Background: an optimization exercise with open tools, aiming at small area. Do not read the settings as production practice.
RTL that was checked went through simulation tests only; none was proved equivalent to the original.
The RTL of run 2 was laid out without a check of its function.
The clock port is modelled as an ideal driver; clocking choices that lean on that would not hold on a real chip.

==> flow/design.v (outline; a module is shown in full before it is edited, if it fits) <==
// module cordic_dds: 430 lines
module cordic_dds (clk, phase_i, sin_o, cos_o, err_o);
  // ...
==> flow/flow/run.sh <==
#!/bin/bash
# Own layout flow: the standard flow (standard synthesis unchanged), with
#  - the port buffers made from sky130_fd_sc_hd__buf_1 cells,
#  - clock tree options passed to clock_tree_synthesis,
#  - power recovery (cell down-sizing on paths with slack) after global routing.
# Each make run writes its full output to a log of its own in the work folder;
# ORFS's per-step logs are under orfs/logs/.
set -euo pipefail
cd "$(dirname "$0")/.."
source flow/knobs.sh
bash standard.sh finish \
  "BUFFER_PORTS_ARGS=$PORT_BUF_ARGS" \
  "CTS_ARGS=$CTS_ARGS" \
  "RECOVER_POWER=$RECOVER" > flow_standard.log 2>&1
==> flow/flow/knobs.sh <==
PORT_BUF_ARGS="-buffer_cell sky130_fd_sc_hd__buf_1"
CTS_ARGS="-sink_clustering_enable -repair_clock_nets -dont_use_dummy_load -buf_list sky130_fd_sc_hd__clkbuf_16 -sink_clustering_size 25 -sink_clustering_max_diameter 120"
RECOVER=0
==> flow/standard.sh <==
#!/bin/bash
# synth_recipe.tcl (not shown) runs the flow's synth.tcl, then flattens the netlist and writes it again
# the make line also repeats each setting of config.mk as NAME=value (left out here)
make -C /OpenROAD-flow-scripts/flow DESIGN_CONFIG=/design/flow/config.mk WORK_HOME=/design/flow/orfs CLKGATE_MAP_FILE= SYNTH_SCRIPT=/design/flow/synth_recipe.tcl "${@:-finish}"
==> flow/config.mk <==
export PLATFORM = sky130hd
export DESIGN_NAME = cordic_dds
export DESIGN_NICKNAME = cordic_dds
export VERILOG_FILES = /design/flow/design.v
export SDC_FILE = /design/flow/constraint.sdc
export NUM_CORES = 4
export LEC_CHECK = 0
export ABC_AREA = 1
export ABC_CLOCK_PERIOD_IN_PS = 5000
export CAP_MARGIN = 20
export CORE_MARGIN = 2
export CORE_UTILIZATION = 40
export SLEW_MARGIN = 20
==> flow/constraint.sdc <==
create_clock -name core_clock -period 5.0 [get_ports {clk}]
set_input_delay 1.0000 -clock core_clock [delete_from_list [all_inputs] [get_ports {clk}]]
set_output_delay 1.0000 -clock core_clock [all_outputs]
set_load 0.01 [all_outputs]
==> results.toml, run 1 <==
[run_status]
status = "finished clean"

[floorplanning]
fp.dieW_um = 235
coreArea_um2 = 52800
rows = 84

[placed_design]
preCtsSetupSlack_ns = 0.420
portBuffers = 67

[grt]
use_met1 = 0.220

[clock_tree]
clkTransAtPathRegs_ns = 0.10
cts_tree = "done"
numClockSinks = 359

[layout]
seqCellArea_um2 = 7190
reg.largest.list = "q x30, cos_r x17, sin_r x17"
multiInputGateArea_um2 = 12400
nets = 3072
clockNetworkAreaShare = 0.0207

[logic_synthesis]
synth-simple-area-share = 0.239
ys.flop_type = "dfxtp_1"
synth_commonest_cells = "619 x nand2_1, 359 x dfxtp_1, 352 x inv_1"
synth_fa_ha_area_frac = 0.105
synth_compound_area_frac = 0.109
synthXorXnorAreaFrac = 0.125

[detailed_routing]
met3_length_um = 2030
wl_met1_um = 23000
post_drt_wl_per_cell_um = 15.3
wl_met2_um = 27500

[sta]
setup_viol = 0
hold_viol = 0

[setup_path]
worst-path-stages = 25
worstReg2RegEnd = "yr13[14]$_DFF_P_"
r2r_slack_ns = 0.48
critPathRequiredTime_ns = 5.39

[run]
maxCapViolCount = 0
==> run 2: changes to the inputs <==
==> flow/design.v (replaced) <==
module cordic_dds (clk, phase_i, sin_o, cos_o, err_o);
   input         clk;
   input  [15:0] phase_i;
   output [16:0] sin_o, cos_o, err_o;
   reg [1:0] q [0:14];
   always @(posedge clk) q[0] <= phase_i[15:14];
   genvar g;
   generate for (g = 1; g < 15; g = g + 1) begin : qp
      always @(posedge clk) q[g] <= q[g-1];
   end endgenerate
   reg [13:0] z0;
   always @(posedge clk) z0 <= phase_i[13:0];
   reg [13:0] u1; reg sd1;
   reg [12:0] u2; reg sd2;
   reg [11:0] u3; reg sd3;
   reg [10:0] u4; reg sd4;
   reg [9:0] u5; reg sd5;
   reg [8:0] u6; reg sd6;
   reg [7:0] u7; reg sd7;
   reg [6:0] u8; reg sd8;
   reg [5:0] u9; reg sd9;
   reg [4:0] u10; reg sd10;
   reg [3:0] u11; reg sd11;
   reg [2:0] u12; reg sd12;
   reg [2:0] u13; reg sd13;
   reg [1:0] u14; reg sd14;
   wire [14:0] v0 = {1'b0, z0} - 15'd8189;
   always @(posedge clk) begin u1 <= v0[13:0] ^ {14{v0[14]}}; sd1 <= v0[14] ^ q[0][0]; end
   wire [14:0] v1; wire [14:0] br1;
   assign br1[0] = 1'b0;
   assign v1[0] = u1[0] ^ br1[0];
   assign br1[1] = ~u1[0] & br1[0];
   assign v1[1] = ~(u1[1] ^ br1[1]);
   assign br1[2] = ~u1[1] | br1[1];
   assign v1[2] = u1[2] ^ br1[2];
   assign br1[3] = ~u1[2] & br1[2];
   assign v1[3] = u1[3] ^ br1[3];
   assign br1[4] = ~u1[3] & br1[3];
   assign v1[4] = u1[4] ^ br1[4];
   assign br1[5] = ~u1[4] & br1[4];
   assign v1[5] = ~(u1[5] ^ br1[5]);
   assign br1[6] = ~u1[5] | br1[5];
   assign v1[6] = ~(u1[6] ^ br1[6]);
   assign br1[7] = ~u1[6] | br1[6];
   assign v1[7] = ~(u1[7] ^ br1[7]);
   assign br1[8] = ~u1[7] | br1[7];
   assign v1[8] = u1[8] ^ br1[8];
   assign br1[9] = ~u1[8] & br1[8];
   assign v1[9] = ~(u1[9] ^ br1[9]);
   assign br1[10] = ~u1[9] | br1[9];
   assign v1[10] = u1[10] ^ br1[10];
   assign br1[11] = ~u1[10] & br1[10];
   assign v1[11] = u1[11] ^ br1[11];
   assign br1[12] = ~u1[11] & br1[11];
   assign v1[12] = ~(u1[12] ^ br1[12]);
   assign br1[13] = ~u1[12] | br1[12];
   assign v1[13] = u1[13] ^ br1[13];
   assign br1[14] = ~u1[13] & br1[13];
   assign v1[14] = 1'b0 ^ br1[14];
   always @(posedge clk) begin u2 <= v1[12:0] ^ {13{v1[14]}}; sd2 <= sd1 ^ v1[14]; end
   wire [13:0] v2; wire [13:0] br2;
   assign br2[0] = 1'b0;
   assign v2[0] = u2[0] ^ br2[0];
   assign br2[1] = ~u2[0] & br2[0];
   assign v2[1] = ~(u2[1] ^ br2[1]);
   assign br2[2] = ~u2[1] | br2[1];
   assign v2[2] = u2[2] ^ br2[2];
   assign br2[3] = ~u2[2] & br2[2];
   assign v2[3] = ~(u2[3] ^ br2[3]);
   assign br2[4] = ~u2[3] | br2[3];
   assign v2[4] = ~(u2[4] ^ br2[4]);
   assign br2[5] = ~u2[4] | br2[4];
   assign v2[5] = ~(u2[5] ^ br2[5]);
   assign br2[6] = ~u2[5] | br2[5];
   assign v2[6] = ~(u2[6] ^ br2[6]);
   assign br2[7] = ~u2[6] | br2[6];
   assign v2[7] = ~(u2[7] ^ br2[7]);
   assign br2[8] = ~u2[7] | br2[7];
   assign v2[8] = ~(u2[8] ^ br2[8]);
   assign br2[9] = ~u2[8] | br2[8];
   assign v2[9] = u2[9] ^ br2[9];
   assign br2[10] = ~u2[9] & br2[9];
   assign v2[10] = u2[10] ^ br2[10];
   assign br2[11] = ~u2[10] & br2[10];
   assign v2[11] = ~(u2[11] ^ br2[11]);
   assign br2[12] = ~u2[11] | br2[11];
   assign v2[12] = u2[12] ^ br2[12];
   assign br2[13] = ~u2[12] & br2[12];
   assign v2[13] = 1'b0 ^ br2[13];
   always @(posedge clk) begin u3 <= v2[11:0] ^ {12{v2[13]}}; sd3 <= sd2 ^ v2[13]; end
   wire [12:0] v3; wire [12:0] br3;
   assign br3[0] = 1'b0;
   assign v3[0] = u3[0] ^ br3[0];
   assign br3[1] = ~u3[0] & br3[0];
   assign v3[1] = u3[1] ^ br3[1];
   assign br3[2] = ~u3[1] & br3[1];
   assign v3[2] = u3[2] ^ br3[2];
   assign br3[3] = ~u3[2] & br3[2];
   assign v3[3] = u3[3] ^ br3[3];
   assign br3[4] = ~u3[3] & br3[3];
   assign v3[4] = ~(u3[4] ^ br3[4]);
   assign br3[5] = ~u3[4] | br3[4];
   assign v3[5] = u3[5] ^ br3[5];
   assign br3[6] = ~u3[5] & br3[5];
   assign v3[6] = u3[6] ^ br3[6];
   assign br3[7] = ~u3[6] & br3[6];
   assign v3[7] = u3[7] ^ br3[7];
   assign br3[8] = ~u3[7] & br3[7];
   assign v3[8] = ~(u3[8] ^ br3[8]);
   assign br3[9] = ~u3[8] | br3[8];
   assign v3[9] = u3[9] ^ br3[9];
   assign br3[10] = ~u3[9] & br3[9];
   assign v3[10] = ~(u3[10] ^ br3[10]);
   assign br3[11] = ~u3[10] | br3[10];
   assign v3[11] = u3[11] ^ br3[11];
   assign br3[12] = ~u3[11] & br3[11];
   assign v3[12] = 1'b0 ^ br3[12];
   always @(posedge clk) begin u4 <= v3[10:0] ^ {11{v3[12]}}; sd4 <= sd3 ^ v3[12]; end
   wire [11:0] v4; wire [11:0] br4;
   assign br4[0] = 1'b0;
   assign v4[0] = u4[0] ^ br4[0];
   assign br4[1] = ~u4[0] & br4[0];
   assign v4[1] = ~(u4[1] ^ br4[1]);
   assign br4[2] = ~u4[1] | br4[1];
   assign v4[2] = u4[2] ^ br4[2];
   assign br4[3] = ~u4[2] & br4[2];
   assign v4[3] = ~(u4[3] ^ br4[3]);
   assign br4[4] = ~u4[3] | br4[3];
   assign v4[4] = u4[4] ^ br4[4];
   assign br4[5] = ~u4[4] & br4[4];
   assign v4[5] = u4[5] ^ br4[5];
   assign br4[6] = ~u4[5] & br4[5];
   assign v4[6] = u4[6] ^ br4[6];
   assign br4[7] = ~u4[6] & br4[6];
   assign v4[7] = ~(u4[7] ^ br4[7]);
   assign br4[8] = ~u4[7] | br4[7];
   assign v4[8] = u4[8] ^ br4[8];
   assign br4[9] = ~u4[8] & br4[8];
   assign v4[9] = ~(u4[9] ^ br4[9]);
   assign br4[10] = ~u4[9] | br4[9];
   assign v4[10] = u4[10] ^ br4[10];
   assign br4[11] = ~u4[10] & br4[10];
   assign v4[11] = 1'b0 ^ br4[11];
   always @(posedge clk) begin u5 <= v4[9:0] ^ {10{v4[11]}}; sd5 <= sd4 ^ v4[11]; end
   wire [10:0] v5; wire [10:0] br5;
   assign br5[0] = 1'b0;
   assign v5[0] = ~(u5[0] ^ br5[0]);
   assign br5[1] = ~u5[0] | br5[0];
   assign v5[1] = u5[1] ^ br5[1];
   assign br5[2] = ~u5[1] & br5[1];
   assign v5[2] = ~(u5[2] ^ br5[2]);
   assign br5[3] = ~u5[2] | br5[2];
   assign v5[3] = u5[3] ^ br5[3];
   assign br5[4] = ~u5[3] & br5[3];
   assign v5[4] = u5[4] ^ br5[4];
   assign br5[5] = ~u5[4] & br5[4];
   assign v5[5] = u5[5] ^ br5[5];
   assign br5[6] = ~u5[5] & br5[5];
   assign v5[6] = ~(u5[6] ^ br5[6]);
   assign br5[7] = ~u5[6] | br5[6];
   assign v5[7] = u5[7] ^ br5[7];
   assign br5[8] = ~u5[7] & br5[7];
   assign v5[8] = ~(u5[8] ^ br5[8]);
   assign br5[9] = ~u5[8] | br5[8];
   assign v5[9] = u5[9] ^ br5[9];
   assign br5[10] = ~u5[9] & br5[9];
   assign v5[10] = 1'b0 ^ br5[10];
   always @(posedge clk) begin u6 <= v5[8:0] ^ {9{v5[10]}}; sd6 <= sd5 ^ v5[10]; end
   wire [9:0] v6; wire [9:0] br6;
   assign br6[0] = 1'b0;
   assign v6[0] = u6[0] ^ br6[0];
   assign br6[1] = ~u6[0] & br6[0];
   assign v6[1] = ~(u6[1] ^ br6[1]);
   assign br6[2] = ~u6[1] | br6[1];
   assign v6[2] = u6[2] ^ br6[2];
   assign br6[3] = ~u6[2] & br6[2];
   assign v6[3] = u6[3] ^ br6[3];
   assign br6[4] = ~u6[3] & br6[3];
   assign v6[4] = u6[4] ^ br6[4];
   assign br6[5] = ~u6[4] & br6[4];
   assign v6[5] = ~(u6[5] ^ br6[5]);
   assign br6[6] = ~u6[5] | br6[5];
   assign v6[6] = u6[6] ^ br6[6];
   assign br6[7] = ~u6[6] & br6[6];
   assign v6[7] = ~(u6[7] ^ br6[7]);
   assign br6[8] = ~u6[7] | br6[7];
   assign v6[8] = u6[8] ^ br6[8];
   assign br6[9] = ~u6[8] & br6[8];
   assign v6[9] = 1'b0 ^ br6[9];
   always @(posedge clk) begin u7 <= v6[7:0] ^ {8{v6[9]}}; sd7 <= sd6 ^ v6[9]; end
   wire [8:0] v7; wire [8:0] br7;
   assign br7[0] = 1'b0;
   assign v7[0] = ~(u7[0] ^ br7[0]);
   assign br7[1] = ~u7[0] | br7[0];
   assign v7[1] = u7[1] ^ br7[1];
   assign br7[2] = ~u7[1] & br7[1];
   assign v7[2] = u7[2] ^ br7[2];
   assign br7[3] = ~u7[2] & br7[2];
   assign v7[3] = u7[3] ^ br7[3];
   assign br7[4] = ~u7[3] & br7[3];
   assign v7[4] = ~(u7[4] ^ br7[4]);
   assign br7[5] = ~u7[4] | br7[4];
   assign v7[5] = u7[5] ^ br7[5];
   assign br7[6] = ~u7[5] & br7[5];
   assign v7[6] = ~(u7[6] ^ br7[6]);
   assign br7[7] = ~u7[6] | br7[6];
   assign v7[7] = u7[7] ^ br7[7];
   assign br7[8] = ~u7[7] & br7[7];
   assign v7[8] = 1'b0 ^ br7[8];
   always @(posedge clk) begin u8 <= v7[6:0] ^ {7{v7[8]}}; sd8 <= sd7 ^ v7[8]; end
   wire [7:0] v8; wire [7:0] br8;
   assign br8[0] = 1'b0;
   assign v8[0] = u8[0] ^ br8[0];
   assign br8[1] = ~u8[0] & br8[0];
   assign v8[1] = u8[1] ^ br8[1];
   assign br8[2] = ~u8[1] & br8[1];
   assign v8[2] = u8[2] ^ br8[2];
   assign br8[3] = ~u8[2] & br8[2];
   assign v8[3] = ~(u8[3] ^ br8[3]);
   assign br8[4] = ~u8[3] | br8[3];
   assign v8[4] = u8[4] ^ br8[4];
   assign br8[5] = ~u8[4] & br8[4];
   assign v8[5] = ~(u8[5] ^ br8[5]);
   assign br8[6] = ~u8[5] | br8[5];
   assign v8[6] = u8[6] ^ br8[6];
   assign br8[7] = ~u8[6] & br8[6];
   assign v8[7] = 1'b0 ^ br8[7];
   always @(posedge clk) begin u9 <= v8[5:0] ^ {6{v8[7]}}; sd9 <= sd8 ^ v8[7]; end
   wire [6:0] v9; wire [6:0] br9;
   assign br9[0] = 1'b0;
   assign v9[0] = u9[0] ^ br9[0];
   assign br9[1] = ~u9[0] & br9[0];
   assign v9[1] = u9[1] ^ br9[1];
   assign br9[2] = ~u9[1] & br9[1];
   assign v9[2] = ~(u9[2] ^ br9[2]);
   assign br9[3] = ~u9[2] | br9[2];
   assign v9[3] = u9[3] ^ br9[3];
   assign br9[4] = ~u9[3] & br9[3];
   assign v9[4] = ~(u9[4] ^ br9[4]);
   assign br9[5] = ~u9[4] | br9[4];
   assign v9[5] = u9[5] ^ br9[5];
   assign br9[6] = ~u9[5] & br9[5];
   assign v9[6] = 1'b0 ^ br9[6];
   always @(posedge clk) begin u10 <= v9[4:0] ^ {5{v9[6]}}; sd10 <= sd9 ^ v9[6]; end
   wire [5:0] v10; wire [5:0] br10;
   assign br10[0] = 1'b0;
   assign v10[0] = u10[0] ^ br10[0];
   assign br10[1] = ~u10[0] & br10[0];
   assign v10[1] = ~(u10[1] ^ br10[1]);
   assign br10[2] = ~u10[1] | br10[1];
   assign v10[2] = u10[2] ^ br10[2];
   assign br10[3] = ~u10[2] & br10[2];
   assign v10[3] = ~(u10[3] ^ br10[3]);
   assign br10[4] = ~u10[3] | br10[3];
   assign v10[4] = u10[4] ^ br10[4];
   assign br10[5] = ~u10[4] & br10[4];
   assign v10[5] = 1'b0 ^ br10[5];
   always @(posedge clk) begin u11 <= v10[3:0] ^ {4{v10[5]}}; sd11 <= sd10 ^ v10[5]; end
   wire [4:0] v11; wire [4:0] br11;
   assign br11[0] = 1'b0;
   assign v11[0] = ~(u11[0] ^ br11[0]);
   assign br11[1] = ~u11[0] | br11[0];
   assign v11[1] = u11[1] ^ br11[1];
   assign br11[2] = ~u11[1] & br11[1];
   assign v11[2] = ~(u11[2] ^ br11[2]);
   assign br11[3] = ~u11[2] | br11[2];
   assign v11[3] = u11[3] ^ br11[3];
   assign br11[4] = ~u11[3] & br11[3];
   assign v11[4] = 1'b0 ^ br11[4];
   always @(posedge clk) begin u12 <= v11[2:0] ^ {3{v11[4]}}; sd12 <= sd11 ^ v11[4]; end
   wire [3:0] v12; wire [3:0] br12;
   assign br12[0] = 1'b0;
   assign v12[0] = u12[0] ^ br12[0];
   assign br12[1] = ~u12[0] & br12[0];
   assign v12[1] = ~(u12[1] ^ br12[1]);
   assign br12[2] = ~u12[1] | br12[1];
   assign v12[2] = u12[2] ^ br12[2];
   assign br12[3] = ~u12[2] & br12[2];
   assign v12[3] = 1'b0 ^ br12[3];
   always @(posedge clk) begin u13 <= v12[2:0] ^ {3{v12[3]}}; sd13 <= sd12 ^ v12[3]; end
   wire [3:0] v13; wire [3:0] br13;
   assign br13[0] = 1'b0;
   assign v13[0] = ~(u13[0] ^ br13[0]);
   assign br13[1] = ~u13[0] | br13[0];
   assign v13[1] = u13[1] ^ br13[1];
   assign br13[2] = ~u13[1] & br13[1];
   assign v13[2] = u13[2] ^ br13[2];
   assign br13[3] = ~u13[2] & br13[2];
   assign v13[3] = 1'b0 ^ br13[3];
   always @(posedge clk) begin u14 <= v13[1:0] ^ {2{v13[3]}}; sd14 <= sd13 ^ v13[3]; end
   wire zsg = sd14 ^ q[14][0];
   wire [2:0] z14 = {zsg, u14 ^ {2{zsg}}};
   assign err_o = {{14{z14[2]}}, z14};
   reg d1_2; always @(posedge clk) d1_2 <= sd1;
   reg d1_3; always @(posedge clk) d1_3 <= d1_2;
   reg d1_4; always @(posedge clk) d1_4 <= d1_3;
   reg d1_5; always @(posedge clk) d1_5 <= d1_4;
   reg d1_6; always @(posedge clk) d1_6 <= d1_5;
   reg d1_7; always @(posedge clk) d1_7 <= d1_6;
   reg d1_8; always @(posedge clk) d1_8 <= d1_7;
   reg d1_9; always @(posedge clk) d1_9 <= d1_8;
   reg d1_10; always @(posedge clk) d1_10 <= d1_9;
   reg d1_11; always @(posedge clk) d1_11 <= d1_10;
   reg d2_3; always @(posedge clk) d2_3 <= sd2;
   reg d2_4; always @(posedge clk) d2_4 <= d2_3;
   reg d2_5; always @(posedge clk) d2_5 <= d2_4;
   reg d2_6; always @(posedge clk) d2_6 <= d2_5;
   reg d2_7; always @(posedge clk) d2_7 <= d2_6;
   reg d2_8; always @(posedge clk) d2_8 <= d2_7;
   reg d2_9; always @(posedge clk) d2_9 <= d2_8;
   reg d2_10; always @(posedge clk) d2_10 <= d2_9;
   reg d2_11; always @(posedge clk) d2_11 <= d2_10;
   reg d3_4; always @(posedge clk) d3_4 <= sd3;
   reg d3_5; always @(posedge clk) d3_5 <= d3_4;
   reg d3_6; always @(posedge clk) d3_6 <= d3_5;
   reg d3_7; always @(posedge clk) d3_7 <= d3_6;
   reg d3_8; always @(posedge clk) d3_8 <= d3_7;
   reg d3_9; always @(posedge clk) d3_9 <= d3_8;
   reg d3_10; always @(posedge clk) d3_10 <= d3_9;
   reg d3_11; always @(posedge clk) d3_11 <= d3_10;
   reg d4_5; always @(posedge clk) d4_5 <= sd4;
   reg d4_6; always @(posedge clk) d4_6 <= d4_5;
   reg d4_7; always @(posedge clk) d4_7 <= d4_6;
   reg d4_8; always @(posedge clk) d4_8 <= d4_7;
   reg d4_9; always @(posedge clk) d4_9 <= d4_8;
   reg d4_10; always @(posedge clk) d4_10 <= d4_9;
   reg d4_11; always @(posedge clk) d4_11 <= d4_10;
   reg d5_6; always @(posedge clk) d5_6 <= sd5;
   reg d5_7; always @(posedge clk) d5_7 <= d5_6;
   reg d5_8; always @(posedge clk) d5_8 <= d5_7;
   reg d5_9; always @(posedge clk) d5_9 <= d5_8;
   reg d5_10; always @(posedge clk) d5_10 <= d5_9;
   reg d5_11; always @(posedge clk) d5_11 <= d5_10;
   reg d6_7; always @(posedge clk) d6_7 <= sd6;
   reg d6_8; always @(posedge clk) d6_8 <= d6_7;
   reg d6_9; always @(posedge clk) d6_9 <= d6_8;
   reg d6_10; always @(posedge clk) d6_10 <= d6_9;
   reg d6_11; always @(posedge clk) d6_11 <= d6_10;
   reg d7_8; always @(posedge clk) d7_8 <= sd7;
   reg d7_9; always @(posedge clk) d7_9 <= d7_8;
   reg d7_10; always @(posedge clk) d7_10 <= d7_9;
   reg d7_11; always @(posedge clk) d7_11 <= d7_10;
   reg d8_9; always @(posedge clk) d8_9 <= sd8;
   reg d8_10; always @(posedge clk) d8_10 <= d8_9;
   reg d8_11; always @(posedge clk) d8_11 <= d8_10;
   reg d8_12; always @(posedge clk) d8_12 <= d8_11;
   reg d9_10; always @(posedge clk) d9_10 <= sd9;
   reg d9_11; always @(posedge clk) d9_11 <= d9_10;
   reg d9_12; always @(posedge clk) d9_12 <= d9_11;
   reg d10_11; always @(posedge clk) d10_11 <= sd10;
   reg d10_12; always @(posedge clk) d10_12 <= d10_11;
   reg d10_13; always @(posedge clk) d10_13 <= d10_12;
   reg d11_12; always @(posedge clk) d11_12 <= sd11;
   reg d11_13; always @(posedge clk) d11_13 <= d11_12;
   reg d12_13; always @(posedge clk) d12_13 <= sd12;
   reg d12_14; always @(posedge clk) d12_14 <= d12_13;
   reg d13_14; always @(posedge clk) d13_14 <= sd13;
   wire [6:0] tsel = {d7_11, d6_11, d5_11, d4_11, d3_11, d2_11, d1_11};
   wire hf = tsel[0];
   wire [5:0] hsel = tsel[6:1] ^ {6{hf}};
   wire [15:0] hx, hy;
   wire [63:0] hx_t0 = 64'b0110000111101101101011100010110001100001111011011010111000101100;
   assign hx[0] = hx_t0[hsel];
   wire [63:0] hx_t1 = 64'b1000100010010010110110000110101011010111001010010100100000010000;
   assign hx[1] = hx_t1[hsel];
   wire [63:0] hx_t2 = 64'b0011101110111101000100101100010010010001100000101110001101000000;
   assign hx[2] = hx_t2[hsel];
   wire [63:0] hx_t3 = 64'b1110110100000010110011101111111000100001100101111101000011010011;
   assign hx[3] = hx_t3[hsel];
   wire [63:0] hx_t4 = 64'b0000010010001101110000111110010000100010110011010000110110100000;
   assign hx[4] = hx_t4[hsel];
   wire [63:0] hx_t5 = 64'b0011001101011101110111110111110011110101010101110001011100110010;
   assign hx[5] = hx_t5[hsel];
   wire [63:0] hx_t6 = 64'b0011101111011001000100011111001000011001111110011111001110010110;
   assign hx[6] = hx_t6[hsel];
   wire [63:0] hx_t7 = 64'b1011111110010111101111011001011000010101000111110011010101111110;
   assign hx[7] = hx_t7[hsel];
   wire [63:0] hx_t8 = 64'b0010001000100000100010001010100110001000101000000000000000101001;
   assign hx[8] = hx_t8[hsel];
   wire [63:0] hx_t9 = 64'b0010000010001010000000101000101011111101011101010111010111110101;
   assign hx[9] = hx_t9[hsel];
   wire [63:0] hx_t10 = 64'b1000001010100010010111010101110101011111110101110010100000101000;
   assign hx[10] = hx_t10[hsel];
   wire [63:0] hx_t11 = 64'b1101010100101010100010000111011110001000011111111010100001010111;
   assign hx[11] = hx_t11[hsel];
   wire [63:0] hx_t12 = 64'b1000111110100101100001111111000010000111111100001010011111110000;
   assign hx[12] = hx_t12[hsel];
   wire [63:0] hx_t13 = 64'b0100001101100011010000110011001101000011001100110110001100110011;
   assign hx[13] = hx_t13[hsel];
   wire [63:0] hx_t14 = 64'b1010100110001001101010011001100110101001100110011000100110011001;
   assign hx[14] = hx_t14[hsel];
   wire [63:0] hx_t15 = 64'b0000000100000001000000010001000100000001000100010000000100010001;
   assign hx[15] = hx_t15[hsel];
   wire [63:0] hy_t0 = 64'b1110110010100100010001101100110111101100101001000100011011001101;
   assign hy[0] = hy_t0[hsel];
   wire [63:0] hy_t1 = 64'b1101101101100100111000001101010001001100011110111101110110100010;
   assign hy[1] = hy_t1[hsel];
   wire [63:0] hy_t2 = 64'b1010010101001111101010010111000011000011000101000111111011110010;
   assign hy[2] = hy_t2[hsel];
   wire [63:0] hy_t3 = 64'b1010011110001011001110100010010011100111000100011110111010101100;
   assign hy[3] = hy_t3[hsel];
   wire [63:0] hy_t4 = 64'b0111011001001011000011101011010110010100011100110001011111101000;
   assign hy[4] = hy_t4[hsel];
   wire [63:0] hy_t5 = 64'b1011000000000110000110101001101001000111101101101001101011111000;
   assign hy[5] = hy_t5[hsel];
   wire [63:0] hy_t6 = 64'b1010100101000100110101000111110010010110111110110101101110011011;
   assign hy[6] = hy_t6[hsel];
   wire [63:0] hy_t7 = 64'b0101010101100100011110111101001110111111000100111011110010010100;
   assign hy[7] = hy_t7[hsel];
   wire [63:0] hy_t8 = 64'b0101110101000011100110110001010010110101101111100111000111111110;
   assign hy[8] = hy_t8[hsel];
   wire [63:0] hy_t9 = 64'b0001100111000111111101010011110101010001100101110111111100111101;
   assign hy[9] = hy_t9[hsel];
   wire [63:0] hy_t10 = 64'b0011011110000111001111110101010100111111110101111011111101010101;
   assign hy[10] = hy_t10[hsel];
   wire [63:0] hy_t11 = 64'b1111010111001101111101010101111111110101110111011111010101011111;
   assign hy[11] = hy_t11[hsel];
   wire [63:0] hy_t12 = 64'b1101011111100111110101110111011111010111111101111101011101110111;
   assign hy[12] = hy_t12[hsel];
   wire [63:0] hy_t13 = 64'b0111111101101111011111111111111101111111011111110111111111111111;
   assign hy[13] = hy_t13[hsel];
   wire [63:0] hy_t14 = 64'b1111111111101111111111111111111111111111111111111111111111111111;
   assign hy[14] = hy_t14[hsel];
   wire [63:0] hy_t15 = 64'b0000000000010000000000000000000000000000000000000000000000000000;
   assign hy[15] = hy_t15[hsel];
   wire [15:0] tx = hf ? hy : hx;
   wire [15:0] ty = hf ? hx : hy;
   reg [15:0] xr12, yr12;
   always @(posedge clk) begin xr12 <= tx; yr12 <= ty; end
   wire cN = q[14][1] ^ q[14][0];
   wire sN = q[14][1];
   wire [16:0] X8 = {1'b0, xr12};
   wire [16:0] Y8 = {1'b0, yr12};
   wire dg8 = d8_12;
   wire [8:0] g8_wy0 = Y8[16:8], g8_wx0 = X8[16:8];
   wire [10:0] g8_xl1_c = {{2'b00, X8[7:0]}, 1'b1} + {{{1{g8_wy0[8]}}, g8_wy0} ^ {10{~dg8}}, ~dg8};
   wire [9:0] g8_xl1 = g8_xl1_c[10:1];
   wire [10:0] g8_yl1_c = {{2'b00, Y8[7:0]}, 1'b1} + {{{1{g8_wx0[8]}}, g8_wx0} ^ {10{dg8}}, dg8};
   wire [9:0] g8_yl1 = g8_yl1_c[10:1];
   wire [8:0] g8_xh1_h = X8[16:8];
   wire [1:0] g8_xh1_c = g8_xl1[9:8];
   wire g8_xh1_i = g8_xh1_c[0] & ~g8_xh1_c[1], g8_xh1_d = g8_xh1_c[1];
   wire [8:0] g8_xh1_p1, g8_xh1_p0;
   assign g8_xh1_p1[0] = 1'b1; assign g8_xh1_p0[0] = 1'b1;
   assign g8_xh1_p1[1] = g8_xh1_p1[0] & g8_xh1_h[0]; assign g8_xh1_p0[1] = g8_xh1_p0[0] & ~g8_xh1_h[0];
   assign g8_xh1_p1[2] = g8_xh1_p1[1] & g8_xh1_h[1]; assign g8_xh1_p0[2] = g8_xh1_p0[1] & ~g8_xh1_h[1];
   assign g8_xh1_p1[3] = g8_xh1_p1[2] & g8_xh1_h[2]; assign g8_xh1_p0[3] = g8_xh1_p0[2] & ~g8_xh1_h[2];
   assign g8_xh1_p1[4] = g8_xh1_p1[3] & g8_xh1_h[3]; assign g8_xh1_p0[4] = g8_xh1_p0[3] & ~g8_xh1_h[3];
   assign g8_xh1_p1[5] = g8_xh1_p1[4] & g8_xh1_h[4]; assign g8_xh1_p0[5] = g8_xh1_p0[4] & ~g8_xh1_h[4];
   assign g8_xh1_p1[6] = g8_xh1_p1[5] & g8_xh1_h[5]; assign g8_xh1_p0[6] = g8_xh1_p0[5] & ~g8_xh1_h[5];
   assign g8_xh1_p1[7] = g8_xh1_p1[6] & g8_xh1_h[6]; assign g8_xh1_p0[7] = g8_xh1_p0[6] & ~g8_xh1_h[6];
   assign g8_xh1_p1[8] = g8_xh1_p1[7] & g8_xh1_h[7]; assign g8_xh1_p0[8] = g8_xh1_p0[7] & ~g8_xh1_h[7];
   wire [8:0] g8_xh1 = g8_xh1_h ^ (({9{g8_xh1_i}} & g8_xh1_p1) | ({9{g8_xh1_d}} & g8_xh1_p0));
   wire [8:0] g8_yh1_h = Y8[16:8];
   wire [1:0] g8_yh1_c = g8_yl1[9:8];
   wire g8_yh1_i = g8_yh1_c[0] & ~g8_yh1_c[1], g8_yh1_d = g8_yh1_c[1];
   wire [8:0] g8_yh1_p1, g8_yh1_p0;
   assign g8_yh1_p1[0] = 1'b1; assign g8_yh1_p0[0] = 1'b1;
   assign g8_yh1_p1[1] = g8_yh1_p1[0] & g8_yh1_h[0]; assign g8_yh1_p0[1] = g8_yh1_p0[0] & ~g8_yh1_h[0];
   assign g8_yh1_p1[2] = g8_yh1_p1[1] & g8_yh1_h[1]; assign g8_yh1_p0[2] = g8_yh1_p0[1] & ~g8_yh1_h[1];
   assign g8_yh1_p1[3] = g8_yh1_p1[2] & g8_yh1_h[2]; assign g8_yh1_p0[3] = g8_yh1_p0[2] & ~g8_yh1_h[2];
   assign g8_yh1_p1[4] = g8_yh1_p1[3] & g8_yh1_h[3]; assign g8_yh1_p0[4] = g8_yh1_p0[3] & ~g8_yh1_h[3];
   assign g8_yh1_p1[5] = g8_yh1_p1[4] & g8_yh1_h[4]; assign g8_yh1_p0[5] = g8_yh1_p0[4] & ~g8_yh1_h[4];
   assign g8_yh1_p1[6] = g8_yh1_p1[5] & g8_yh1_h[5]; assign g8_yh1_p0[6] = g8_yh1_p0[5] & ~g8_yh1_h[5];
   assign g8_yh1_p1[7] = g8_yh1_p1[6] & g8_yh1_h[6]; assign g8_yh1_p0[7] = g8_yh1_p0[6] & ~g8_yh1_h[6];
   assign g8_yh1_p1[8] = g8_yh1_p1[7] & g8_yh1_h[7]; assign g8_yh1_p0[8] = g8_yh1_p0[7] & ~g8_yh1_h[7];
   wire [8:0] g8_yh1 = g8_yh1_h ^ (({9{g8_yh1_i}} & g8_yh1_p1) | ({9{g8_yh1_d}} & g8_yh1_p0));
   wire [16:0] g8_x1 = {g8_xh1, g8_xl1[7:0]}, g8_y1 = {g8_yh1, g8_yl1[7:0]};
   wire dg9 = d9_12;
   wire [7:0] g8_wy1 = g8_y1[16:9], g8_wx1 = g8_x1[16:9];
   wire [10:0] g8_xl2_c = {g8_xl1, 1'b1} + {{{2{g8_wy1[7]}}, g8_wy1} ^ {10{~dg9}}, ~dg9};
   wire [9:0] g8_xl2 = g8_xl2_c[10:1];
   wire [10:0] g8_yl2_c = {g8_yl1, 1'b1} + {{{2{g8_wx1[7]}}, g8_wx1} ^ {10{dg9}}, dg9};
   wire [9:0] g8_yl2 = g8_yl2_c[10:1];
   wire [8:0] g8_xh2_h = X8[16:8];
   wire [1:0] g8_xh2_c = g8_xl2[9:8];
   wire g8_xh2_i = g8_xh2_c[0] & ~g8_xh2_c[1], g8_xh2_d = g8_xh2_c[1];
   wire [8:0] g8_xh2_p1, g8_xh2_p0;
   assign g8_xh2_p1[0] = 1'b1; assign g8_xh2_p0[0] = 1'b1;
   assign g8_xh2_p1[1] = g8_xh2_p1[0] & g8_xh2_h[0]; assign g8_xh2_p0[1] = g8_xh2_p0[0] & ~g8_xh2_h[0];
   assign g8_xh2_p1[2] = g8_xh2_p1[1] & g8_xh2_h[1]; assign g8_xh2_p0[2] = g8_xh2_p0[1] & ~g8_xh2_h[1];
   assign g8_xh2_p1[3] = g8_xh2_p1[2] & g8_xh2_h[2]; assign g8_xh2_p0[3] = g8_xh2_p0[2] & ~g8_xh2_h[2];
   assign g8_xh2_p1[4] = g8_xh2_p1[3] & g8_xh2_h[3]; assign g8_xh2_p0[4] = g8_xh2_p0[3] & ~g8_xh2_h[3];
   assign g8_xh2_p1[5] = g8_xh2_p1[4] & g8_xh2_h[4]; assign g8_xh2_p0[5] = g8_xh2_p0[4] & ~g8_xh2_h[4];
   assign g8_xh2_p1[6] = g8_xh2_p1[5] & g8_xh2_h[5]; assign g8_xh2_p0[6] = g8_xh2_p0[5] & ~g8_xh2_h[5];
   assign g8_xh2_p1[7] = g8_xh2_p1[6] & g8_xh2_h[6]; assign g8_xh2_p0[7] = g8_xh2_p0[6] & ~g8_xh2_h[6];
   assign g8_xh2_p1[8] = g8_xh2_p1[7] & g8_xh2_h[7]; assign g8_xh2_p0[8] = g8_xh2_p0[7] & ~g8_xh2_h[7];
   wire [8:0] g8_xh2 = g8_xh2_h ^ (({9{g8_xh2_i}} & g8_xh2_p1) | ({9{g8_xh2_d}} & g8_xh2_p0));
   wire [8:0] g8_yh2_h = Y8[16:8];
   wire [1:0] g8_yh2_c = g8_yl2[9:8];
   wire g8_yh2_i = g8_yh2_c[0] & ~g8_yh2_c[1], g8_yh2_d = g8_yh2_c[1];
   wire [8:0] g8_yh2_p1, g8_yh2_p0;
   assign g8_yh2_p1[0] = 1'b1; assign g8_yh2_p0[0] = 1'b1;
   assign g8_yh2_p1[1] = g8_yh2_p1[0] & g8_yh2_h[0]; assign g8_yh2_p0[1] = g8_yh2_p0[0] & ~g8_yh2_h[0];
   assign g8_yh2_p1[2] = g8_yh2_p1[1] & g8_yh2_h[1]; assign g8_yh2_p0[2] = g8_yh2_p0[1] & ~g8_yh2_h[1];
   assign g8_yh2_p1[3] = g8_yh2_p1[2] & g8_yh2_h[2]; assign g8_yh2_p0[3] = g8_yh2_p0[2] & ~g8_yh2_h[2];
   assign g8_yh2_p1[4] = g8_yh2_p1[3] & g8_yh2_h[3]; assign g8_yh2_p0[4] = g8_yh2_p0[3] & ~g8_yh2_h[3];
   assign g8_yh2_p1[5] = g8_yh2_p1[4] & g8_yh2_h[4]; assign g8_yh2_p0[5] = g8_yh2_p0[4] & ~g8_yh2_h[4];
   assign g8_yh2_p1[6] = g8_yh2_p1[5] & g8_yh2_h[5]; assign g8_yh2_p0[6] = g8_yh2_p0[5] & ~g8_yh2_h[5];
   assign g8_yh2_p1[7] = g8_yh2_p1[6] & g8_yh2_h[6]; assign g8_yh2_p0[7] = g8_yh2_p0[6] & ~g8_yh2_h[6];
   assign g8_yh2_p1[8] = g8_yh2_p1[7] & g8_yh2_h[7]; assign g8_yh2_p0[8] = g8_yh2_p0[7] & ~g8_yh2_h[7];
   wire [8:0] g8_yh2 = g8_yh2_h ^ (({9{g8_yh2_i}} & g8_yh2_p1) | ({9{g8_yh2_d}} & g8_yh2_p0));
   wire [16:0] g8_x2 = {g8_xh2, g8_xl2[7:0]}, g8_y2 = {g8_yh2, g8_yl2[7:0]};
   reg [15:0] xr13, yr13;
   always @(posedge clk) begin xr13 <= g8_x2[15:0]; yr13 <= g8_y2[15:0]; end
   wire [16:0] X10 = {1'b0, xr13};
   wire [16:0] Y10 = {1'b0, yr13};
   wire dg10 = d10_13;
   wire [6:0] g10_wy0 = Y10[16:10], g10_wx0 = X10[16:10];
   wire [8:0] g10_xl1_c = {{2'b00, X10[5:0]}, 1'b1} + {{{1{g10_wy0[6]}}, g10_wy0} ^ {8{~dg10}}, ~dg10};
   wire [7:0] g10_xl1 = g10_xl1_c[8:1];
   wire [8:0] g10_yl1_c = {{2'b00, Y10[5:0]}, 1'b1} + {{{1{g10_wx0[6]}}, g10_wx0} ^ {8{dg10}}, dg10};
   wire [7:0] g10_yl1 = g10_yl1_c[8:1];
   wire [10:0] g10_xh1_h = X10[16:6];
   wire [1:0] g10_xh1_c = g10_xl1[7:6];
   wire g10_xh1_i = g10_xh1_c[0] & ~g10_xh1_c[1], g10_xh1_d = g10_xh1_c[1];
   wire [10:0] g10_xh1_p1, g10_xh1_p0;
   assign g10_xh1_p1[0] = 1'b1; assign g10_xh1_p0[0] = 1'b1;
   assign g10_xh1_p1[1] = g10_xh1_p1[0] & g10_xh1_h[0]; assign g10_xh1_p0[1] = g10_xh1_p0[0] & ~g10_xh1_h[0];
   assign g10_xh1_p1[2] = g10_xh1_p1[1] & g10_xh1_h[1]; assign g10_xh1_p0[2] = g10_xh1_p0[1] & ~g10_xh1_h[1];
   assign g10_xh1_p1[3] = g10_xh1_p1[2] & g10_xh1_h[2]; assign g10_xh1_p0[3] = g10_xh1_p0[2] & ~g10_xh1_h[2];
   assign g10_xh1_p1[4] = g10_xh1_p1[3] & g10_xh1_h[3]; assign g10_xh1_p0[4] = g10_xh1_p0[3] & ~g10_xh1_h[3];
   assign g10_xh1_p1[5] = g10_xh1_p1[4] & g10_xh1_h[4]; assign g10_xh1_p0[5] = g10_xh1_p0[4] & ~g10_xh1_h[4];
   assign g10_xh1_p1[6] = g10_xh1_p1[5] & g10_xh1_h[5]; assign g10_xh1_p0[6] = g10_xh1_p0[5] & ~g10_xh1_h[5];
   assign g10_xh1_p1[7] = g10_xh1_p1[6] & g10_xh1_h[6]; assign g10_xh1_p0[7] = g10_xh1_p0[6] & ~g10_xh1_h[6];
   assign g10_xh1_p1[8] = g10_xh1_p1[7] & g10_xh1_h[7]; assign g10_xh1_p0[8] = g10_xh1_p0[7] & ~g10_xh1_h[7];
   assign g10_xh1_p1[9] = g10_xh1_p1[8] & g10_xh1_h[8]; assign g10_xh1_p0[9] = g10_xh1_p0[8] & ~g10_xh1_h[8];
   assign g10_xh1_p1[10] = g10_xh1_p1[9] & g10_xh1_h[9]; assign g10_xh1_p0[10] = g10_xh1_p0[9] & ~g10_xh1_h[9];
   wire [10:0] g10_xh1 = g10_xh1_h ^ (({11{g10_xh1_i}} & g10_xh1_p1) | ({11{g10_xh1_d}} & g10_xh1_p0));
   wire [10:0] g10_yh1_h = Y10[16:6];
   wire [1:0] g10_yh1_c = g10_yl1[7:6];
   wire g10_yh1_i = g10_yh1_c[0] & ~g10_yh1_c[1], g10_yh1_d = g10_yh1_c[1];
   wire [10:0] g10_yh1_p1, g10_yh1_p0;
   assign g10_yh1_p1[0] = 1'b1; assign g10_yh1_p0[0] = 1'b1;
   assign g10_yh1_p1[1] = g10_yh1_p1[0] & g10_yh1_h[0]; assign g10_yh1_p0[1] = g10_yh1_p0[0] & ~g10_yh1_h[0];
   assign g10_yh1_p1[2] = g10_yh1_p1[1] & g10_yh1_h[1]; assign g10_yh1_p0[2] = g10_yh1_p0[1] & ~g10_yh1_h[1];
   assign g10_yh1_p1[3] = g10_yh1_p1[2] & g10_yh1_h[2]; assign g10_yh1_p0[3] = g10_yh1_p0[2] & ~g10_yh1_h[2];
   assign g10_yh1_p1[4] = g10_yh1_p1[3] & g10_yh1_h[3]; assign g10_yh1_p0[4] = g10_yh1_p0[3] & ~g10_yh1_h[3];
   assign g10_yh1_p1[5] = g10_yh1_p1[4] & g10_yh1_h[4]; assign g10_yh1_p0[5] = g10_yh1_p0[4] & ~g10_yh1_h[4];
   assign g10_yh1_p1[6] = g10_yh1_p1[5] & g10_yh1_h[5]; assign g10_yh1_p0[6] = g10_yh1_p0[5] & ~g10_yh1_h[5];
   assign g10_yh1_p1[7] = g10_yh1_p1[6] & g10_yh1_h[6]; assign g10_yh1_p0[7] = g10_yh1_p0[6] & ~g10_yh1_h[6];
   assign g10_yh1_p1[8] = g10_yh1_p1[7] & g10_yh1_h[7]; assign g10_yh1_p0[8] = g10_yh1_p0[7] & ~g10_yh1_h[7];
   assign g10_yh1_p1[9] = g10_yh1_p1[8] & g10_yh1_h[8]; assign g10_yh1_p0[9] = g10_yh1_p0[8] & ~g10_yh1_h[8];
   assign g10_yh1_p1[10] = g10_yh1_p1[9] & g10_yh1_h[9]; assign g10_yh1_p0[10] = g10_yh1_p0[9] & ~g10_yh1_h[9];
   wire [10:0] g10_yh1 = g10_yh1_h ^ (({11{g10_yh1_i}} & g10_yh1_p1) | ({11{g10_yh1_d}} & g10_yh1_p0));
   wire [16:0] g10_x1 = {g10_xh1, g10_xl1[5:0]}, g10_y1 = {g10_yh1, g10_yl1[5:0]};
   wire dg11 = d11_13;
   wire [5:0] g10_wy1 = g10_y1[16:11], g10_wx1 = g10_x1[16:11];
   wire [8:0] g10_xl2_c = {g10_xl1, 1'b1} + {{{2{g10_wy1[5]}}, g10_wy1} ^ {8{~dg11}}, ~dg11};
   wire [7:0] g10_xl2 = g10_xl2_c[8:1];
   wire [8:0] g10_yl2_c = {g10_yl1, 1'b1} + {{{2{g10_wx1[5]}}, g10_wx1} ^ {8{dg11}}, dg11};
   wire [7:0] g10_yl2 = g10_yl2_c[8:1];
   wire [10:0] g10_xh2_h = X10[16:6];
   wire [1:0] g10_xh2_c = g10_xl2[7:6];
   wire g10_xh2_i = g10_xh2_c[0] & ~g10_xh2_c[1], g10_xh2_d = g10_xh2_c[1];
   wire [10:0] g10_xh2_p1, g10_xh2_p0;
   assign g10_xh2_p1[0] = 1'b1; assign g10_xh2_p0[0] = 1'b1;
   assign g10_xh2_p1[1] = g10_xh2_p1[0] & g10_xh2_h[0]; assign g10_xh2_p0[1] = g10_xh2_p0[0] & ~g10_xh2_h[0];
   assign g10_xh2_p1[2] = g10_xh2_p1[1] & g10_xh2_h[1]; assign g10_xh2_p0[2] = g10_xh2_p0[1] & ~g10_xh2_h[1];
   assign g10_xh2_p1[3] = g10_xh2_p1[2] & g10_xh2_h[2]; assign g10_xh2_p0[3] = g10_xh2_p0[2] & ~g10_xh2_h[2];
   assign g10_xh2_p1[4] = g10_xh2_p1[3] & g10_xh2_h[3]; assign g10_xh2_p0[4] = g10_xh2_p0[3] & ~g10_xh2_h[3];
   assign g10_xh2_p1[5] = g10_xh2_p1[4] & g10_xh2_h[4]; assign g10_xh2_p0[5] = g10_xh2_p0[4] & ~g10_xh2_h[4];
   assign g10_xh2_p1[6] = g10_xh2_p1[5] & g10_xh2_h[5]; assign g10_xh2_p0[6] = g10_xh2_p0[5] & ~g10_xh2_h[5];
   assign g10_xh2_p1[7] = g10_xh2_p1[6] & g10_xh2_h[6]; assign g10_xh2_p0[7] = g10_xh2_p0[6] & ~g10_xh2_h[6];
   assign g10_xh2_p1[8] = g10_xh2_p1[7] & g10_xh2_h[7]; assign g10_xh2_p0[8] = g10_xh2_p0[7] & ~g10_xh2_h[7];
   assign g10_xh2_p1[9] = g10_xh2_p1[8] & g10_xh2_h[8]; assign g10_xh2_p0[9] = g10_xh2_p0[8] & ~g10_xh2_h[8];
   assign g10_xh2_p1[10] = g10_xh2_p1[9] & g10_xh2_h[9]; assign g10_xh2_p0[10] = g10_xh2_p0[9] & ~g10_xh2_h[9];
   wire [10:0] g10_xh2 = g10_xh2_h ^ (({11{g10_xh2_i}} & g10_xh2_p1) | ({11{g10_xh2_d}} & g10_xh2_p0));
   wire [10:0] g10_yh2_h = Y10[16:6];
   wire [1:0] g10_yh2_c = g10_yl2[7:6];
   wire g10_yh2_i = g10_yh2_c[0] & ~g10_yh2_c[1], g10_yh2_d = g10_yh2_c[1];
   wire [10:0] g10_yh2_p1, g10_yh2_p0;
   assign g10_yh2_p1[0] = 1'b1; assign g10_yh2_p0[0] = 1'b1;
   assign g10_yh2_p1[1] = g10_yh2_p1[0] & g10_yh2_h[0]; assign g10_yh2_p0[1] = g10_yh2_p0[0] & ~g10_yh2_h[0];
   assign g10_yh2_p1[2] = g10_yh2_p1[1] & g10_yh2_h[1]; assign g10_yh2_p0[2] = g10_yh2_p0[1] & ~g10_yh2_h[1];
   assign g10_yh2_p1[3] = g10_yh2_p1[2] & g10_yh2_h[2]; assign g10_yh2_p0[3] = g10_yh2_p0[2] & ~g10_yh2_h[2];
   assign g10_yh2_p1[4] = g10_yh2_p1[3] & g10_yh2_h[3]; assign g10_yh2_p0[4] = g10_yh2_p0[3] & ~g10_yh2_h[3];
   assign g10_yh2_p1[5] = g10_yh2_p1[4] & g10_yh2_h[4]; assign g10_yh2_p0[5] = g10_yh2_p0[4] & ~g10_yh2_h[4];
   assign g10_yh2_p1[6] = g10_yh2_p1[5] & g10_yh2_h[5]; assign g10_yh2_p0[6] = g10_yh2_p0[5] & ~g10_yh2_h[5];
   assign g10_yh2_p1[7] = g10_yh2_p1[6] & g10_yh2_h[6]; assign g10_yh2_p0[7] = g10_yh2_p0[6] & ~g10_yh2_h[6];
   assign g10_yh2_p1[8] = g10_yh2_p1[7] & g10_yh2_h[7]; assign g10_yh2_p0[8] = g10_yh2_p0[7] & ~g10_yh2_h[7];
   assign g10_yh2_p1[9] = g10_yh2_p1[8] & g10_yh2_h[8]; assign g10_yh2_p0[9] = g10_yh2_p0[8] & ~g10_yh2_h[8];
   assign g10_yh2_p1[10] = g10_yh2_p1[9] & g10_yh2_h[9]; assign g10_yh2_p0[10] = g10_yh2_p0[9] & ~g10_yh2_h[9];
   wire [10:0] g10_yh2 = g10_yh2_h ^ (({11{g10_yh2_i}} & g10_yh2_p1) | ({11{g10_yh2_d}} & g10_yh2_p0));
   wire [16:0] g10_x2 = {g10_xh2, g10_xl2[5:0]}, g10_y2 = {g10_yh2, g10_yl2[5:0]};
   reg [15:0] xr14, yr14;
   always @(posedge clk) begin xr14 <= g10_x2[15:0]; yr14 <= g10_y2[15:0]; end
   wire [16:0] X12 = {(xr14[15] & xr14[14]), xr14};
   wire [16:0] Y12 = {(yr14[15] & yr14[14]), yr14};
   wire dg12 = d12_14;
   wire [4:0] g12_wy0 = Y12[16:12], g12_wx0 = X12[16:12];
   wire [6:0] g12_xl1_c = {{2'b00, X12[3:0]}, 1'b1} + {{{1{g12_wy0[4]}}, g12_wy0} ^ {6{~dg12}}, ~dg12};
   wire [5:0] g12_xl1 = g12_xl1_c[6:1];
   wire [6:0] g12_yl1_c = {{2'b00, Y12[3:0]}, 1'b1} + {{{1{g12_wx0[4]}}, g12_wx0} ^ {6{dg12}}, dg12};
   wire [5:0] g12_yl1 = g12_yl1_c[6:1];
   wire [12:0] g12_xh1_h = X12[16:4];
   wire [1:0] g12_xh1_c = g12_xl1[5:4];
   wire g12_xh1_i = g12_xh1_c[0] & ~g12_xh1_c[1], g12_xh1_d = g12_xh1_c[1];
   wire [12:0] g12_xh1_p1, g12_xh1_p0;
   assign g12_xh1_p1[0] = 1'b1; assign g12_xh1_p0[0] = 1'b1;
   assign g12_xh1_p1[1] = g12_xh1_p1[0] & g12_xh1_h[0]; assign g12_xh1_p0[1] = g12_xh1_p0[0] & ~g12_xh1_h[0];
   assign g12_xh1_p1[2] = g12_xh1_p1[1] & g12_xh1_h[1]; assign g12_xh1_p0[2] = g12_xh1_p0[1] & ~g12_xh1_h[1];
   assign g12_xh1_p1[3] = g12_xh1_p1[2] & g12_xh1_h[2]; assign g12_xh1_p0[3] = g12_xh1_p0[2] & ~g12_xh1_h[2];
   assign g12_xh1_p1[4] = g12_xh1_p1[3] & g12_xh1_h[3]; assign g12_xh1_p0[4] = g12_xh1_p0[3] & ~g12_xh1_h[3];
   assign g12_xh1_p1[5] = g12_xh1_p1[4] & g12_xh1_h[4]; assign g12_xh1_p0[5] = g12_xh1_p0[4] & ~g12_xh1_h[4];
   assign g12_xh1_p1[6] = g12_xh1_p1[5] & g12_xh1_h[5]; assign g12_xh1_p0[6] = g12_xh1_p0[5] & ~g12_xh1_h[5];
   assign g12_xh1_p1[7] = g12_xh1_p1[6] & g12_xh1_h[6]; assign g12_xh1_p0[7] = g12_xh1_p0[6] & ~g12_xh1_h[6];
   assign g12_xh1_p1[8] = g12_xh1_p1[7] & g12_xh1_h[7]; assign g12_xh1_p0[8] = g12_xh1_p0[7] & ~g12_xh1_h[7];
   assign g12_xh1_p1[9] = g12_xh1_p1[8] & g12_xh1_h[8]; assign g12_xh1_p0[9] = g12_xh1_p0[8] & ~g12_xh1_h[8];
   assign g12_xh1_p1[10] = g12_xh1_p1[9] & g12_xh1_h[9]; assign g12_xh1_p0[10] = g12_xh1_p0[9] & ~g12_xh1_h[9];
   assign g12_xh1_p1[11] = g12_xh1_p1[10] & g12_xh1_h[10]; assign g12_xh1_p0[11] = g12_xh1_p0[10] & ~g12_xh1_h[10];
   assign g12_xh1_p1[12] = g12_xh1_p1[11] & g12_xh1_h[11]; assign g12_xh1_p0[12] = g12_xh1_p0[11] & ~g12_xh1_h[11];
   wire [12:0] g12_xh1 = g12_xh1_h ^ (({13{g12_xh1_i}} & g12_xh1_p1) | ({13{g12_xh1_d}} & g12_xh1_p0));
   wire [12:0] g12_yh1_h = Y12[16:4];
   wire [1:0] g12_yh1_c = g12_yl1[5:4];
   wire g12_yh1_i = g12_yh1_c[0] & ~g12_yh1_c[1], g12_yh1_d = g12_yh1_c[1];
   wire [12:0] g12_yh1_p1, g12_yh1_p0;
   assign g12_yh1_p1[0] = 1'b1; assign g12_yh1_p0[0] = 1'b1;
   assign g12_yh1_p1[1] = g12_yh1_p1[0] & g12_yh1_h[0]; assign g12_yh1_p0[1] = g12_yh1_p0[0] & ~g12_yh1_h[0];
   assign g12_yh1_p1[2] = g12_yh1_p1[1] & g12_yh1_h[1]; assign g12_yh1_p0[2] = g12_yh1_p0[1] & ~g12_yh1_h[1];
   assign g12_yh1_p1[3] = g12_yh1_p1[2] & g12_yh1_h[2]; assign g12_yh1_p0[3] = g12_yh1_p0[2] & ~g12_yh1_h[2];
   assign g12_yh1_p1[4] = g12_yh1_p1[3] & g12_yh1_h[3]; assign g12_yh1_p0[4] = g12_yh1_p0[3] & ~g12_yh1_h[3];
   assign g12_yh1_p1[5] = g12_yh1_p1[4] & g12_yh1_h[4]; assign g12_yh1_p0[5] = g12_yh1_p0[4] & ~g12_yh1_h[4];
   assign g12_yh1_p1[6] = g12_yh1_p1[5] & g12_yh1_h[5]; assign g12_yh1_p0[6] = g12_yh1_p0[5] & ~g12_yh1_h[5];
   assign g12_yh1_p1[7] = g12_yh1_p1[6] & g12_yh1_h[6]; assign g12_yh1_p0[7] = g12_yh1_p0[6] & ~g12_yh1_h[6];
   assign g12_yh1_p1[8] = g12_yh1_p1[7] & g12_yh1_h[7]; assign g12_yh1_p0[8] = g12_yh1_p0[7] & ~g12_yh1_h[7];
   assign g12_yh1_p1[9] = g12_yh1_p1[8] & g12_yh1_h[8]; assign g12_yh1_p0[9] = g12_yh1_p0[8] & ~g12_yh1_h[8];
   assign g12_yh1_p1[10] = g12_yh1_p1[9] & g12_yh1_h[9]; assign g12_yh1_p0[10] = g12_yh1_p0[9] & ~g12_yh1_h[9];
   assign g12_yh1_p1[11] = g12_yh1_p1[10] & g12_yh1_h[10]; assign g12_yh1_p0[11] = g12_yh1_p0[10] & ~g12_yh1_h[10];
   assign g12_yh1_p1[12] = g12_yh1_p1[11] & g12_yh1_h[11]; assign g12_yh1_p0[12] = g12_yh1_p0[11] & ~g12_yh1_h[11];
   wire [12:0] g12_yh1 = g12_yh1_h ^ (({13{g12_yh1_i}} & g12_yh1_p1) | ({13{g12_yh1_d}} & g12_yh1_p0));
   wire [16:0] g12_x1 = {g12_xh1, g12_xl1[3:0]}, g12_y1 = {g12_yh1, g12_yl1[3:0]};
   wire dg13 = d13_14;
   wire [3:0] g12_wy1 = g12_y1[16:13], g12_wx1 = g12_x1[16:13];
   wire [5:0] g12_xm = g12_xl1 - {5'd0, cN};
   wire [5:0] g12_ym = g12_yl1 - {5'd0, sN};
   wire [6:0] g12_xl2_c = {g12_xm, 1'b1} + {{{2{g12_wy1[3]}}, g12_wy1} ^ {6{~dg13}}, ~dg13};
   wire [5:0] g12_xl2 = g12_xl2_c[6:1];
   wire [6:0] g12_yl2_c = {g12_ym, 1'b1} + {{{2{g12_wx1[3]}}, g12_wx1} ^ {6{dg13}}, dg13};
   wire [5:0] g12_yl2 = g12_yl2_c[6:1];
   wire [12:0] g12_xh2_h = X12[16:4];
   wire [1:0] g12_xh2_c = g12_xl2[5:4];
   wire g12_xh2_i = g12_xh2_c[0] & ~g12_xh2_c[1], g12_xh2_d = g12_xh2_c[1];
   wire [12:0] g12_xh2_p1, g12_xh2_p0;
   assign g12_xh2_p1[0] = 1'b1; assign g12_xh2_p0[0] = 1'b1;
   assign g12_xh2_p1[1] = g12_xh2_p1[0] & g12_xh2_h[0]; assign g12_xh2_p0[1] = g12_xh2_p0[0] & ~g12_xh2_h[0];
   assign g12_xh2_p1[2] = g12_xh2_p1[1] & g12_xh2_h[1]; assign g12_xh2_p0[2] = g12_xh2_p0[1] & ~g12_xh2_h[1];
   assign g12_xh2_p1[3] = g12_xh2_p1[2] & g12_xh2_h[2]; assign g12_xh2_p0[3] = g12_xh2_p0[2] & ~g12_xh2_h[2];
   assign g12_xh2_p1[4] = g12_xh2_p1[3] & g12_xh2_h[3]; assign g12_xh2_p0[4] = g12_xh2_p0[3] & ~g12_xh2_h[3];
   assign g12_xh2_p1[5] = g12_xh2_p1[4] & g12_xh2_h[4]; assign g12_xh2_p0[5] = g12_xh2_p0[4] & ~g12_xh2_h[4];
   assign g12_xh2_p1[6] = g12_xh2_p1[5] & g12_xh2_h[5]; assign g12_xh2_p0[6] = g12_xh2_p0[5] & ~g12_xh2_h[5];
   assign g12_xh2_p1[7] = g12_xh2_p1[6] & g12_xh2_h[6]; assign g12_xh2_p0[7] = g12_xh2_p0[6] & ~g12_xh2_h[6];
   assign g12_xh2_p1[8] = g12_xh2_p1[7] & g12_xh2_h[7]; assign g12_xh2_p0[8] = g12_xh2_p0[7] & ~g12_xh2_h[7];
   assign g12_xh2_p1[9] = g12_xh2_p1[8] & g12_xh2_h[8]; assign g12_xh2_p0[9] = g12_xh2_p0[8] & ~g12_xh2_h[8];
   assign g12_xh2_p1[10] = g12_xh2_p1[9] & g12_xh2_h[9]; assign g12_xh2_p0[10] = g12_xh2_p0[9] & ~g12_xh2_h[9];
   assign g12_xh2_p1[11] = g12_xh2_p1[10] & g12_xh2_h[10]; assign g12_xh2_p0[11] = g12_xh2_p0[10] & ~g12_xh2_h[10];
   assign g12_xh2_p1[12] = g12_xh2_p1[11] & g12_xh2_h[11]; assign g12_xh2_p0[12] = g12_xh2_p0[11] & ~g12_xh2_h[11];
   wire [12:0] g12_xh2 = g12_xh2_h ^ (({13{g12_xh2_i}} & g12_xh2_p1) | ({13{g12_xh2_d}} & g12_xh2_p0));
   wire [12:0] g12_yh2_h = Y12[16:4];
   wire [1:0] g12_yh2_c = g12_yl2[5:4];
   wire g12_yh2_i = g12_yh2_c[0] & ~g12_yh2_c[1], g12_yh2_d = g12_yh2_c[1];
   wire [12:0] g12_yh2_p1, g12_yh2_p0;
   assign g12_yh2_p1[0] = 1'b1; assign g12_yh2_p0[0] = 1'b1;
   assign g12_yh2_p1[1] = g12_yh2_p1[0] & g12_yh2_h[0]; assign g12_yh2_p0[1] = g12_yh2_p0[0] & ~g12_yh2_h[0];
   assign g12_yh2_p1[2] = g12_yh2_p1[1] & g12_yh2_h[1]; assign g12_yh2_p0[2] = g12_yh2_p0[1] & ~g12_yh2_h[1];
   assign g12_yh2_p1[3] = g12_yh2_p1[2] & g12_yh2_h[2]; assign g12_yh2_p0[3] = g12_yh2_p0[2] & ~g12_yh2_h[2];
   assign g12_yh2_p1[4] = g12_yh2_p1[3] & g12_yh2_h[3]; assign g12_yh2_p0[4] = g12_yh2_p0[3] & ~g12_yh2_h[3];
   assign g12_yh2_p1[5] = g12_yh2_p1[4] & g12_yh2_h[4]; assign g12_yh2_p0[5] = g12_yh2_p0[4] & ~g12_yh2_h[4];
   assign g12_yh2_p1[6] = g12_yh2_p1[5] & g12_yh2_h[5]; assign g12_yh2_p0[6] = g12_yh2_p0[5] & ~g12_yh2_h[5];
   assign g12_yh2_p1[7] = g12_yh2_p1[6] & g12_yh2_h[6]; assign g12_yh2_p0[7] = g12_yh2_p0[6] & ~g12_yh2_h[6];
   assign g12_yh2_p1[8] = g12_yh2_p1[7] & g12_yh2_h[7]; assign g12_yh2_p0[8] = g12_yh2_p0[7] & ~g12_yh2_h[7];
   assign g12_yh2_p1[9] = g12_yh2_p1[8] & g12_yh2_h[8]; assign g12_yh2_p0[9] = g12_yh2_p0[8] & ~g12_yh2_h[8];
   assign g12_yh2_p1[10] = g12_yh2_p1[9] & g12_yh2_h[9]; assign g12_yh2_p0[10] = g12_yh2_p0[9] & ~g12_yh2_h[9];
   assign g12_yh2_p1[11] = g12_yh2_p1[10] & g12_yh2_h[10]; assign g12_yh2_p0[11] = g12_yh2_p0[10] & ~g12_yh2_h[10];
   assign g12_yh2_p1[12] = g12_yh2_p1[11] & g12_yh2_h[11]; assign g12_yh2_p0[12] = g12_yh2_p0[11] & ~g12_yh2_h[11];
   wire [12:0] g12_yh2 = g12_yh2_h ^ (({13{g12_yh2_i}} & g12_yh2_p1) | ({13{g12_yh2_d}} & g12_yh2_p0));
   wire [16:0] g12_x2 = {g12_xh2, g12_xl2[3:0]}, g12_y2 = {g12_yh2, g12_yl2[3:0]};
   reg [16:0] cos_r, sin_r;
   always @(posedge clk) begin
      cos_r <= {17{cN}} ^ g12_x2;
      sin_r <= {17{sN}} ^ g12_y2;
   end
   assign cos_o = cos_r;
   assign sin_o = sin_r;
endmodule
==> flow/config.mk (replaced) <==
export PLATFORM = sky130hd
export DESIGN_NAME = cordic_dds
export DESIGN_NICKNAME = cordic_dds
export VERILOG_FILES = /design/flow/design.v
export SDC_FILE = /design/flow/constraint.sdc
export NUM_CORES = 4
export LEC_CHECK = 0
export ABC_AREA = 1
export ABC_CLOCK_PERIOD_IN_PS = 5000
export CAP_MARGIN = 20
export CORE_MARGIN = 2
export CORE_UTILIZATION = 65
export SLEW_MARGIN = 20
==> run 2 against run 1 <==
- still clean
- global-route usage up 12 points
- final cell count fell by 10%
- sequential cell count unchanged
- synthesized cell count shrank 3.4%
==> results.toml, run 2 <==
[logic_synthesis]
synth_top_area_share = 0.347
async_flop_share = 0
yosys_warnings = 2
yosys.area.top_type = "dfxtp_1"
syn-num-nets = 2893
synth_edf_count = 0
synth.most_common_cell = "nand2_1"
ys_seq_area_frac = 0.347
synth_area_um2 = 20700
ys_ff_latch = 359
synth_area_leaders = "dfxtp_1 35%, nand2_1 11%, ha_1 9.5%, xor2_1 9.1%, inv_1 6.8%"
syn_avg_cell_area_um2 = 7.61
synthCells = 2719
synthDistinctLibCells = 58
synth_commonest_cells = "597 x nand2_1, 375 x inv_1, 359 x dfxtp_1"
ys.flop_type = "dfxtp_1"

[detailed_routing]
drt_wl_total_um = 53000
drt_first_pass_iters = 8
ant_nets = 0
vias_per_cell = 5.62
drt_iter0_markers = 1225
dr_total_vias = 18000
drc_errors = 0
post_drt_wl_per_cell_um = 16.6

[clock_tree]
numClockSinks = 359
cts_tree = "done"
cts_resized = 0
ctsHoldBuffers = 0
clk_latency_ns = 0.53
postCtsSetupBuffers = 0
clkTransAtPathRegs_ns = 0.11
numCtsBuffers = 18

[grt]
grt_max_degree = 34
grt_usage = 0.316
grt_pass1_wl_um = 85500
grt-ovfl-total = 0
grt_pass1_vias = 17800
antenna_found_initial = 0

[layout]
reg.largest.list = "q x30, cos_r x17, sin_r x17"
design_area_um2 = 22100
drive_gt1_frac = 0.0626
fin_cells = 3198
largest_register_ffs = 30
antennaDiodeCount = 0
most-common-layout-cells = "595 x nand2_1, 374 x inv_1, 355 x dfxtp_1, 215 x xor2_1, 184 x nand3_1"
final_common_cell = "nand2_1"
nets = 2972
top_register = "q"
area_growth_pct = 6.62

[placed_design]
dp_cells = 3180
placed_cell_area_um2 = 21600
portBuffers = 67
place_congestion = 1.04
dp_hpwl_um = 41400

[sta]
fin_crit_sh = 0.900
fin_crit_ns = 4.50
slew_viol_final = 0
tns_ns = 0
fmax_mhz = 222
hold_viol = 0
relSlewSlack = 0.341
tightest_slew_ns = 0.985
final.hold.worst_slack_ns = 0.306
rsz0062_at_grt = "false"
setup_viol = 0
finalClockSkew_ns = 0.0400

[setup_path]
start_kind = "register"
cp_slowest_cell = "dfxtp_4"
arrival_ns = 4.92
max_stage_delay_ns = 0.42
critPathRequiredTime_ns = 5.42
crit_path_max_fanout = 13
r2r-start = "d8_12$_DFF_P_"
worstReg2RegEnd = "yr13[15]$_DFF_P_"
r2r_slack_ns = 0.50
rr_worst_depth = 30
crit_top_cell = "nand2_1"
crit_type = "register to register"
endpoint_kind = "register"

[worst_hold_path]
hp-start = "d12_13$_DFF_P_"
hold_end = "d12_14$_DFF_P_"
min_path_cells = 0
hold_class = "register to register"

[floorplanning]
start_util = 0.658
fp.dieH_um = 182
fp.dieW_um = 182
die_area_um2 = 33300
rows = 65
coreArea_um2 = 31500
io-pin-count = 68

[run_status]
status = "finished clean"

[run]
maxCapViolCount = 0
-- run 2: worst max path at each step --
stage	slack, ns	end	depth (start not counted)	startpoint
after floorplan	0.47	yr13[11]$_DFF_P_	30	d8_12$_DFF_P_
after global placement	0.38	xr13[9]$_DFF_P_	26	d8_12$_DFF_P_
after detailed placement	0.17	xr13[9]$_DFF_P_	26	d8_12$_DFF_P_
after CTS	0.16	xr13[9]$_DFF_P_	26	d8_12$_DFF_P_
after global routing	0.06	xr13[9]$_DFF_P_	26	d8_12$_DFF_P_
final	0.50	yr13[15]$_DFF_P_	30	d8_12$_DFF_P_
-- run 2: critical path, delay by kind of cell (launching register included) --
kind | cells | cell delay (ns)
buffers and inverters | 4 | 0.36
DFF | 1 | 0.42
and+or+nand+nor | 18 | 2.05
AOI/OAI and AO/OA | 5 | 0.88
xor gates and xnor gates | 1 | 0.12
adders and majority gates | 2 | 0.55
-- run 2: cell type report --
type,count,area [um2]
Multi-Input combinational cell,1890,11600
Timing Repair Buffer,139,821
Inverter,390,1460
Tap cell,402,503
Fill cell,2467,9400
Sequential cell,359,7190
Clock buffer,18,450
-- run 2: layer usage --
layer	up-vias	GRT usage	part of all wire
met5	-	0	0
met2	662	0.595	0.51
met1	8233	0.343	0.38
met3	210	0.0365	0.051
li1	8864	-	-
met4	0	0.178	0.061
-- run 2: through the flow --
stage               utilization  worst slack [ns]
global placement          0.686             0.379
detailed placement        0.686             0.175
finish                    0.701             0.499
floorplan                     -             0.467
CTS                       0.701             0.157
global route              0.701            0.0603
-- run 2: kinds of logic (layout without fill, tap and decap cells) --
kind of cell             Yosys count  after routing  share of synthesized area
buffers and inverters            470            547                     0.0917
adder cells (fa/ha/maj)          157            157                     0.0949
AND/OR/NAND/NOR                 1069           1069                      0.228
XOR/XNOR                         337            337                      0.143
AO/OA/AOI/OAI                    327            327                     0.0945
flip-flops                       359            359                      0.347

==> separate check: timing with driven ports <==
No port has a modelled driver above. Below, the same layouts with a new extraction and two added sets of constraints.
Step 1 assumes that a clkbuf_16 drives the clock port and a buf_2 every other input.
Step 2 also shifts input and output timing later by t, the mid clock arrival at the registers, as if the neighbouring blocks saw the same clock.
Slacks: ideal ports / drivers / drivers and shift; pairs: ideal ports / drivers.
| run | shift t [ns] | slack for setup (ns) | worst hold slack (ns) | cell pins on the clock port's net |
|---|---|---|---|---|
| run 1 | 0.571 | 0.482 / 0.482 / 0.482 | 0.321 / 0.321 / 0.321 | 1 |
| run 2 | 0.559 | 0.499 / 0.499 / 0.499 | 0.306 / 0.306 / 0.306 | 1 |
After both steps setup and hold are still met in every run listed.
